From an optimization exercise on the open Yosys and OpenROAD flow, aimed at a short achievable clock period and few clock cycles; shortcuts taken in it are not production practice.
RTL that was checked went through simulation tests only; none was proved equivalent to the original.
The clock port is modelled as an ideal driver; clocking choices that lean on that would not hold on a real chip.
Power is estimated from default activity; no workload was simulated.

Design SCPU, start of the top module:
module SCPU(
    input clk,
    input rst,
    input [31:0] inst_in,
    input [31:0] Data_in,
    output [3:0] RAM_mask,
    output [31:0] Data_out,
    output [31:0] Addr_out,
    output        MemWrite,
    output [31:0] PC_out
    );
For scale: ~7400 cells after synthesis, ~1700 flip-flops, ~170 I/O pins, ~0.093 mm² of cells after synthesis.
==> flow/config.mk <==
export PLATFORM = sky130hd
export DESIGN_NAME = SCPU
export DESIGN_NICKNAME = SCPU
export VERILOG_FILES = /design/flow/design.v
export SDC_FILE = /design/flow/constraint.sdc
export NUM_CORES = 8
export LEC_CHECK = 0
export ABC_CLOCK_PERIOD_IN_PS = 4000
export CAP_MARGIN = 20
export CORE_MARGIN = 2
export CORE_UTILIZATION = 60
export CTS_CLUSTER_DIAMETER = 80
export CTS_CLUSTER_SIZE = 24
export PLACE_DENSITY = 0.72
export SETUP_SLACK_MARGIN = 5
export SLEW_MARGIN = 20
==> flow/constraint.sdc <==
create_clock -name core_clock -period 15.0 [get_ports {clk}]
set_input_delay 3.0000 -clock core_clock [delete_from_list [all_inputs] [get_ports {clk}]]
set_output_delay 3.0000 -clock core_clock [all_outputs]
set_load 0.01 [all_outputs]
standard.sh (not shown) runs the stock make flow with config.mk's settings and CLKGATE_MAP_FILE= SYNTH_SCRIPT=/design/flow/synth_recipe.tcl, a recipe that flattens the netlist after the stock synthesis.
==> flow/flow/run.sh <==
#!/bin/bash
# The standard ORFS flow (the standard.sh, unchanged synthesis), except
# that timing repair aims for a slack of MARGIN ns beyond the clock period,
# so that the layout is optimised well past what the 15 ns clock needs.
set -euo pipefail
MARGIN=${MARGIN:-11}
bash standard.sh SETUP_SLACK_MARGIN=$MARGIN finish > flow_make.log 2>&1
The starting point finished clean.
Testbench counts at the start, summed over its fixed seeds: cycles 60,095.
Rerun with:
==> flow/flow/run.sh (replaced) <==
#!/bin/bash
# Standard ORFS flow, with two changes to how it optimises timing:
#  * adders are left to ABC as plain logic instead of the library's half/full
#    adder cells (ADDER_MAP_FILE empty), which gives shallower carry logic;
#  * timing repair aims for slack MARGIN ns beyond the clock period.
set -euo pipefail
MARGIN=${MARGIN:-11}
bash standard.sh SETUP_SLACK_MARGIN=$MARGIN ADDER_MAP_FILE= finish > flow_make.log 2>&1
First-iteration DRC count came out higher by 17%.
Via count came out higher by 3.3%.
Combinational power came out lower by about 3%.
Power came out lower by 1.3%.
Non-clock buffer count came out higher by 302.
Sequential power came out lower by about 2%.
Wire length came out higher by 1.6%.
Hold slack loses 0.0067 ns.
Cell count came out higher by 2.8%.
Sequential share of layout area came out lower by 1.1 points.
Register-to-register slack gains 0.44 ns.

========
SCPU, a different RTL version from the one above (not shown whole).
clock: 15.0 ns
lec_check: 0
abc_clock_period_in_ps: 4000
cap_margin: 20
core_margin: 2
core_utilization: 60
cts_cluster_diameter: 80
cts_cluster_size: 24
place_density: 0.72
setup_slack_margin: 5
slew_margin: 20
==> flow/flow/run.sh <==
#!/bin/bash
# Standard ORFS flow, with two changes to how it optimises timing:
#  * adders are left to ABC as plain logic instead of the library's half/full
#    adder cells (ADDER_MAP_FILE empty), which gives shallower carry logic;
#  * timing repair aims for slack MARGIN ns beyond the clock period.
set -euo pipefail
MARGIN=${MARGIN:-11}
bash standard.sh SETUP_SLACK_MARGIN=$MARGIN ADDER_MAP_FILE= finish > flow_make.log 2>&1
The first run ran to the end with no violations.
==> next run, changes <==
--- a/flow/flow/run.sh
+++ b/flow/flow/run.sh
@@ -6,3 +6,3 @@
 set -euo pipefail
-MARGIN=${MARGIN:-11}
+MARGIN=${MARGIN:-12}
 bash standard.sh SETUP_SLACK_MARGIN=$MARGIN ADDER_MAP_FILE= finish > flow_make.log 2>&1
Effect:
- worst setup slack barely changes
- synthesized cell count does not change
- die area does not change
- global-route usage is higher by 2.4 points
- non-clock buffer count is higher by 421
Function was not checked in any run of this note: the RTL went through the layout flow alone.

========
Another version of the RTL of SCPU (not shown whole).
Size: about 1700 flip-flops.
==> flow/config.mk <==
export PLATFORM = sky130hd
export DESIGN_NAME = SCPU
export DESIGN_NICKNAME = SCPU
export VERILOG_FILES = /design/flow/design.v
export SDC_FILE = /design/flow/constraint.sdc
export NUM_CORES = 8
export LEC_CHECK = 0
export ABC_CLOCK_PERIOD_IN_PS = 4000
export CAP_MARGIN = 20
export CORE_MARGIN = 2
export CORE_UTILIZATION = 60
export PLACE_DENSITY = 0.72
export SETUP_SLACK_MARGIN = 5
export SLEW_MARGIN = 20
==> flow/constraint.sdc <==
create_clock -name core_clock -period 15.0 [get_ports {clk}]
set_input_delay 3.0000 -clock core_clock [delete_from_list [all_inputs] [get_ports {clk}]]
set_output_delay 3.0000 -clock core_clock [all_outputs]
set_load 0.01 [all_outputs]
==> flow/flow/run.sh <==
#!/bin/bash
# The standard ORFS flow (the standard.sh) with two changes to how the
# layout is optimised:
#  * adders are left to ABC as plain logic instead of the library's half/full
#    adder cells (ADDER_MAP_FILE empty), which gives shallower carry logic;
#    registers, their names and cell types are the same as in the standard
#    synthesis;
#  * timing repair aims for a slack of MARGIN ns beyond the clock period, so
#    the layout is optimised well past what the 15 ns clock needs.
set -euo pipefail
MARGIN=${MARGIN:-11}
bash standard.sh SETUP_SLACK_MARGIN=$MARGIN ADDER_MAP_FILE= finish > flow_make.log 2>&1
The first run produced a clean layout.
Testbench counts at the start, summed over its fixed seeds: cycles 59,148.
Rerun with:
--- a/flow/config.mk
+++ b/flow/config.mk
@@ -10,4 +10,6 @@
 export CORE_MARGIN = 2
-export CORE_UTILIZATION = 60
-export PLACE_DENSITY = 0.72
+export CORE_UTILIZATION = 50
+export CTS_CLUSTER_DIAMETER = 80
+export CTS_CLUSTER_SIZE = 24
+export PLACE_DENSITY = 0.65
 export SETUP_SLACK_MARGIN = 5
Global-route usage fell by 8.3 points.
Setup slack got worse by 0.031 ns.
Core utilization came out lower by 13 points.
Rerun with:
--- a/flow/config.mk
+++ b/flow/config.mk
@@ -10,6 +10,6 @@
 export CORE_MARGIN = 2
-export CORE_UTILIZATION = 50
+export CORE_UTILIZATION = 60
 export CTS_CLUSTER_DIAMETER = 80
 export CTS_CLUSTER_SIZE = 24
-export PLACE_DENSITY = 0.65
+export PLACE_DENSITY = 0.72
 export SETUP_SLACK_MARGIN = 5
Non-clock buffer count falls by 56; total power shrinks by 2.7%; worst setup slack improved by 0.067 ns; die area shrinks by 17%; final cell count falls by 4.2%; routed wire length shrinks by 1.3%; final area fell by 1.6%; synthesized cell count is unchanged.

========
## the reference run
Starting RTL as in the previous note.
Settings: LEC_CHECK=0, ABC_CLOCK_PERIOD_IN_PS=4000, CAP_MARGIN=20, CORE_MARGIN=2, CORE_UTILIZATION=55, CTS_CLUSTER_DIAMETER=80, CTS_CLUSTER_SIZE=24, PLACE_DENSITY=0.6, SETUP_SLACK_MARGIN=5, SLEW_MARGIN=20; clock period 15.0 ns.
Scripts as last shown in full above: flow/flow/run.sh
The reference run closes out successfully: all stages finished, all timing, DRC and antenna checks passed.
Testbench counts of the reference run, summed over its fixed seeds: cycles 59,148.
Setup changes, the reference run to the trial run
--- a/flow/flow/run.sh
+++ b/flow/flow/run.sh
@@ -11 +11 @@
-MARGIN=${MARGIN:-11}
+MARGIN=${MARGIN:-10.6}
--- a/flow/config.mk
+++ b/flow/config.mk
@@ -11 +11 @@
-export CORE_UTILIZATION = 55
+export CORE_UTILIZATION = 60
@@ -14 +14 @@
-export PLACE_DENSITY = 0.6
+export PLACE_DENSITY = 0.72
[summary]
Compared with the reference run, the trial run shows a total power that is about 4% lower. As far as compound-cell area share of the yosys netlist goes, the trial run and the reference run are indistinguishable; the numbers are identical. Changes observed in the trial run relative to the reference run: setup slack now sits higher; critical path data required time essentially unchanged.

========
Another version of the RTL of SCPU (not shown whole).
Size in the first run: ~8,200 cells after synthesis, ~1,800 flip-flops.
==> flow/config.mk <==
export PLATFORM = sky130hd
export DESIGN_NAME = SCPU
export DESIGN_NICKNAME = SCPU
export VERILOG_FILES = /design/flow/design.v
export SDC_FILE = /design/flow/constraint.sdc
export NUM_CORES = 8
export LEC_CHECK = 0
export ABC_CLOCK_PERIOD_IN_PS = 4000
export CAP_MARGIN = 20
export CORE_MARGIN = 2
export CORE_UTILIZATION = 60
export CTS_CLUSTER_DIAMETER = 80
export CTS_CLUSTER_SIZE = 24
export PLACE_DENSITY = 0.72
export SETUP_SLACK_MARGIN = 5
export SLEW_MARGIN = 20
==> flow/constraint.sdc <==
create_clock -name core_clock -period 15.0 [get_ports {clk}]
set_input_delay 3.0000 -clock core_clock [delete_from_list [all_inputs] [get_ports {clk}]]
set_output_delay 3.0000 -clock core_clock [all_outputs]
set_load 0.01 [all_outputs]
==> flow/flow/run.sh <==
#!/bin/bash
# The standard ORFS flow (the standard.sh) with these changes to how the
# layout is optimised:
#  * adders are left to ABC as plain logic instead of the library's half/full
#    adder cells (ADDER_MAP_FILE empty), which gives shallower carry logic;
#    registers, their names and cell types are the same as in the standard
#    synthesis;
#  * timing repair aims for a slack of MARGIN ns beyond the clock period, so
#    the layout is optimised well past what the 15 ns clock needs;
#  * after clock tree synthesis, one more repair pass (flow/post_cts.tcl).
set -euo pipefail
MARGIN=${MARGIN:-11}
HERE=$(pwd)
bash standard.sh SETUP_SLACK_MARGIN=$MARGIN ADDER_MAP_FILE= POST_CTS_TCL=$HERE/flow/post_cts.tcl finish > flow_make.log 2>&1
==> flow/flow/post_cts.tcl <==
# Extra setup repair after clock tree synthesis, aimed at the paths closest
# to the limit, then re-legalise the placement.
repair_timing -setup -setup_margin 10.75 -repair_tns 100 -verbose
detailed_placement
check_placement -verbose
Edit:
==> flow/flow/run.sh (replaced) <==
#!/bin/bash
# The standard ORFS flow (the standard.sh) with two changes to how the
# layout is optimised:
#  * adders are left to ABC as plain logic instead of the library's half/full
#    adder cells (ADDER_MAP_FILE empty), which gives shallower carry logic;
#    registers, their names and cell types are the same as in the standard
#    synthesis;
#  * timing repair aims for a slack of MARGIN ns beyond the clock period, so
#    the layout is optimised well past what the 15 ns clock needs.
set -euo pipefail
MARGIN=${MARGIN:-11}
bash standard.sh SETUP_SLACK_MARGIN=$MARGIN ADDER_MAP_FILE= finish > flow_make.log 2>&1
removed: flow/flow/post_cts.tcl
Count of clock-buffer cells in the layout does not change. Cell area fell by 0.65%. Total power fell by 0.64%. Sequential share of layout area rose by 0.28 points. Final cell count fell by 0.45%. Maximum frequency fell by 0.45%. Wire length fell by 0.61%. Synthesized area is unchanged. Worst hold slack is worse by 0.0033 ns. Die area stays the same.
No functional check of the RTL was part of any run of this note.

========
SCPU, a different RTL version from the one above (not shown whole).
Size: roughly 7,700 cells after synthesis.
==> flow/config.mk <==
export PLATFORM = sky130hd
export DESIGN_NAME = SCPU
export DESIGN_NICKNAME = SCPU
export VERILOG_FILES = /design/flow/design.v
export SDC_FILE = /design/flow/constraint.sdc
export NUM_CORES = 8
export LEC_CHECK = 0
export ABC_CLOCK_PERIOD_IN_PS = 4000
export CAP_MARGIN = 20
export CORE_MARGIN = 2
export CORE_UTILIZATION = 60
export CTS_CLUSTER_DIAMETER = 80
export CTS_CLUSTER_SIZE = 24
export PLACE_DENSITY = 0.72
export SETUP_SLACK_MARGIN = 5
export SLEW_MARGIN = 20
==> flow/constraint.sdc <==
create_clock -name core_clock -period 15.0 [get_ports {clk}]
set_input_delay 3.0000 -clock core_clock [delete_from_list [all_inputs] [get_ports {clk}]]
set_output_delay 3.0000 -clock core_clock [all_outputs]
set_load 0.01 [all_outputs]
==> flow/flow/run.sh <==
#!/bin/bash
# Standard ORFS flow, with two changes to how it optimises timing:
#  * adders are left to ABC as plain logic instead of the library's half/full
#    adder cells (ADDER_MAP_FILE empty), which gives shallower carry logic;
#  * timing repair aims for slack MARGIN ns beyond the clock period.
set -euo pipefail
MARGIN=${MARGIN:-11}
bash standard.sh SETUP_SLACK_MARGIN=$MARGIN ADDER_MAP_FILE= finish > flow_make.log 2>&1
Next try:
--- a/flow/config.mk
+++ b/flow/config.mk
@@ -12,2 +11,0 @@
-export CTS_CLUSTER_DIAMETER = 80
-export CTS_CLUSTER_SIZE = 24
Effect:
- The new run finished with timing, DRC and antenna clean
- maximum frequency came out higher by 0.60%
- cell count came out higher by 1.5%
- flip-flop and latch count does not change
- utilization came out higher by 1.6 points
No functional check of the RTL was part of any run of this note.

========
SCPU, a different RTL version from the one above (not shown whole).
Size: ~170 I/O pins, ~74000 um^2 of cells after synthesis.
export LEC_CHECK = 0
export ABC_CLOCK_PERIOD_IN_PS = 4000
export CAP_MARGIN = 20
export CORE_MARGIN = 2
export CORE_UTILIZATION = 40
export PLACE_DENSITY = 0.6
export SETUP_SLACK_MARGIN = 5
export SLEW_MARGIN = 20
create_clock -name core_clock -period 15.0 [get_ports {clk}]
run.sh (not shown) runs the stock make flow with config.mk's settings and CLKGATE_MAP_FILE= SYNTH_SCRIPT=/design/flow/synth_recipe.tcl, a recipe that flattens the netlist after the stock synthesis.
Stock flow here: none of the scripts above is used.
The baseline produced a clean layout.
Next try:
==> flow/flow/run.sh (new file) <==
#!/bin/bash
# Standard ORFS flow; timing repair aims for slack MARGIN ns beyond the clock period
set -euo pipefail
MARGIN=${MARGIN:-11}
bash standard.sh SETUP_SLACK_MARGIN=$MARGIN finish > flow_make.log 2>&1
==> flow/standard.sh (new file) <==
#!/bin/bash
# synth_recipe.tcl (not shown) runs the flow's synth.tcl, then flattens the netlist and writes it again
# the make line also repeats each setting of config.mk as NAME=value (left out here)
make -C /OpenROAD-flow-scripts/flow DESIGN_CONFIG=/design/flow/config.mk WORK_HOME=/design/flow/orfs CLKGATE_MAP_FILE= SYNTH_SCRIPT=/design/flow/synth_recipe.tcl "${@:-finish}"
removed: flow/run.sh
Total power grows by roughly a tenth.
Sequential share of layout area shrinks by 3.9 points.
Worst setup slack is better by 3100 ps.
Routed wire length increases by roughly a tenth.
Design area rises by roughly a tenth.
Utilization climbs by 4.5 points.
Clock-buffer cell count rose by 9.
Critical path depth rises by 1.
Worst hold slack barely changes.
Die area stays the same.
No functional check of the RTL was part of any run of this note.

========
Another version of the RTL of SCPU (not shown whole).
Size in the first run: about 1,700 flip-flops, roughly 94,000 um^2 of cells after synthesis.
==> flow/config.mk <==
export PLATFORM = sky130hd
export DESIGN_NAME = SCPU
export DESIGN_NICKNAME = SCPU
export VERILOG_FILES = /design/flow/design.v
export SDC_FILE = /design/flow/constraint.sdc
export NUM_CORES = 8
export LEC_CHECK = 0
export ABC_CLOCK_PERIOD_IN_PS = 4000
export CAP_MARGIN = 20
export CORE_MARGIN = 2
export CORE_UTILIZATION = 60
export PLACE_DENSITY = 0.72
export SETUP_SLACK_MARGIN = 5
export SLEW_MARGIN = 20
==> flow/constraint.sdc <==
create_clock -name core_clock -period 15.0 [get_ports {clk}]
set_input_delay 3.0000 -clock core_clock [delete_from_list [all_inputs] [get_ports {clk}]]
set_output_delay 3.0000 -clock core_clock [all_outputs]
set_load 0.01 [all_outputs]
standard.sh (not shown) runs the stock make flow with config.mk's settings and CLKGATE_MAP_FILE= SYNTH_SCRIPT=/design/flow/synth_recipe.tcl, a recipe that flattens the netlist after the stock synthesis.
==> flow/flow/run.sh <==
#!/bin/bash
# Standard ORFS flow; timing repair aims for slack MARGIN ns beyond the clock period
set -euo pipefail
MARGIN=${MARGIN:-11}
bash standard.sh SETUP_SLACK_MARGIN=$MARGIN finish > flow_make.log 2>&1
The baseline ran to the end with no violations.
==> next run, changes <==
==> flow/flow/run.sh (replaced) <==
#!/bin/bash
# Standard ORFS flow, with two changes to how it optimises timing:
#  * adders are left to ABC as plain logic instead of the library's half/full
#    adder cells (ADDER_MAP_FILE empty), which gives shallower carry logic;
#  * timing repair aims for slack MARGIN ns beyond the clock period.
set -euo pipefail
MARGIN=${MARGIN:-11}
bash standard.sh SETUP_SLACK_MARGIN=$MARGIN ADDER_MAP_FILE= finish > flow_make.log 2>&1
Cell area is lower by 0.96%.
Routed wire length is higher by about 0.4%.
Cell count is higher by 0.38%.
Fmax is higher by about 1.7%.
Hold slack gets better by 0.035 ns.
Utilization is lower by 0.44 points.
Sequential power is higher by about 3%.
Power is lower by 0.99%.
Combinational power is lower by 5.9%.
Synthesized area is lower by 0.50%.
No run of this note included a check of the RTL's function; only the layout flow was run.

-- re-timing with driven ports --
How much do the figures lean on ideal ports? The routed layouts below were timed once more, with nothing changed but the port constraints.
Step 1: set_driving_cell puts a clkbuf_16 on clk and a buf_2 on each other input, an assumption about the parent block.
Step 2 adds t to the input delays and takes it off the output delays; t is the mean of the earliest and latest rising clock arrival at the registers after step 1. Input paths then give back, and output paths get back, about the clock's delay inside the block.
a / b / c = ideal / step 1 / step 2; a / b = the first two.
run	t, ns	setup WS [ns]	worst hold slack (ns)	worst slew at a driven data input, ns
the first run of note 1	0.859	10.290 / 10.290 / 9.885	0.349 / 0.349 / 0.349	0.17
the second run of note 1	0.855	10.598 / 10.504 / 9.864	0.342 / 0.342 / 0.342	0.07
the first run of note 2	0.857	10.584 / 10.491 / 10.047	0.338 / 0.338 / 0.338	0.18
the second run of note 2	0.859	10.584 / 10.496 / 10.058	0.356 / 0.356 / 0.356	0.07
the first run of note 3	0.940	10.402 / 10.402 / 9.894	0.370 / 0.370 / 0.370	0.07
the second run of note 3	0.912	10.372 / 10.372 / 9.938	0.403 / 0.403 / 0.403	0.06
the third run of note 3	0.885	10.439 / 10.439 / 9.935	0.377 / 0.377 / 0.377	0.06
the reference run	0.912	10.445 / 10.445 / 9.906	0.333 / 0.333 / 0.333	0.07
the trial run	0.897	10.450 / 10.450 / 9.838	0.379 / 0.379 / 0.379	0.07
the first run of note 5	0.908	10.295 / 10.295 / 10.162	0.389 / 0.389 / 0.389	0.07
the second run of note 5	0.913	10.273 / 10.273 / 10.139	0.385 / 0.385 / 0.385	0.07
the first run of note 6	0.870	10.428 / 10.389 / 10.179	0.385 / 0.385 / 0.385	0.16
the second run of note 6	0.951	10.456 / 10.361 / 10.030	0.361 / 0.361 / 0.361	0.16
the first run of note 7	0.889	6.523 / 6.523 / 6.523	0.328 / 0.328 / 0.328	0.08
the second run of note 7	0.871	9.578 / 9.578 / 9.578	0.328 / 0.328 / 0.328	0.08
the first run of note 8	0.918	10.204 / 10.204 / 10.168	0.353 / 0.353 / 0.353	0.05
the second run of note 8	0.908	10.284 / 10.284 / 10.135	0.389 / 0.389 / 0.389	0.15
After both steps every run listed still meets setup and hold. The setup slack of the second run of note 1, which loses most, moves by -0.094 ns with the drivers and by -0.734 ns with both steps.
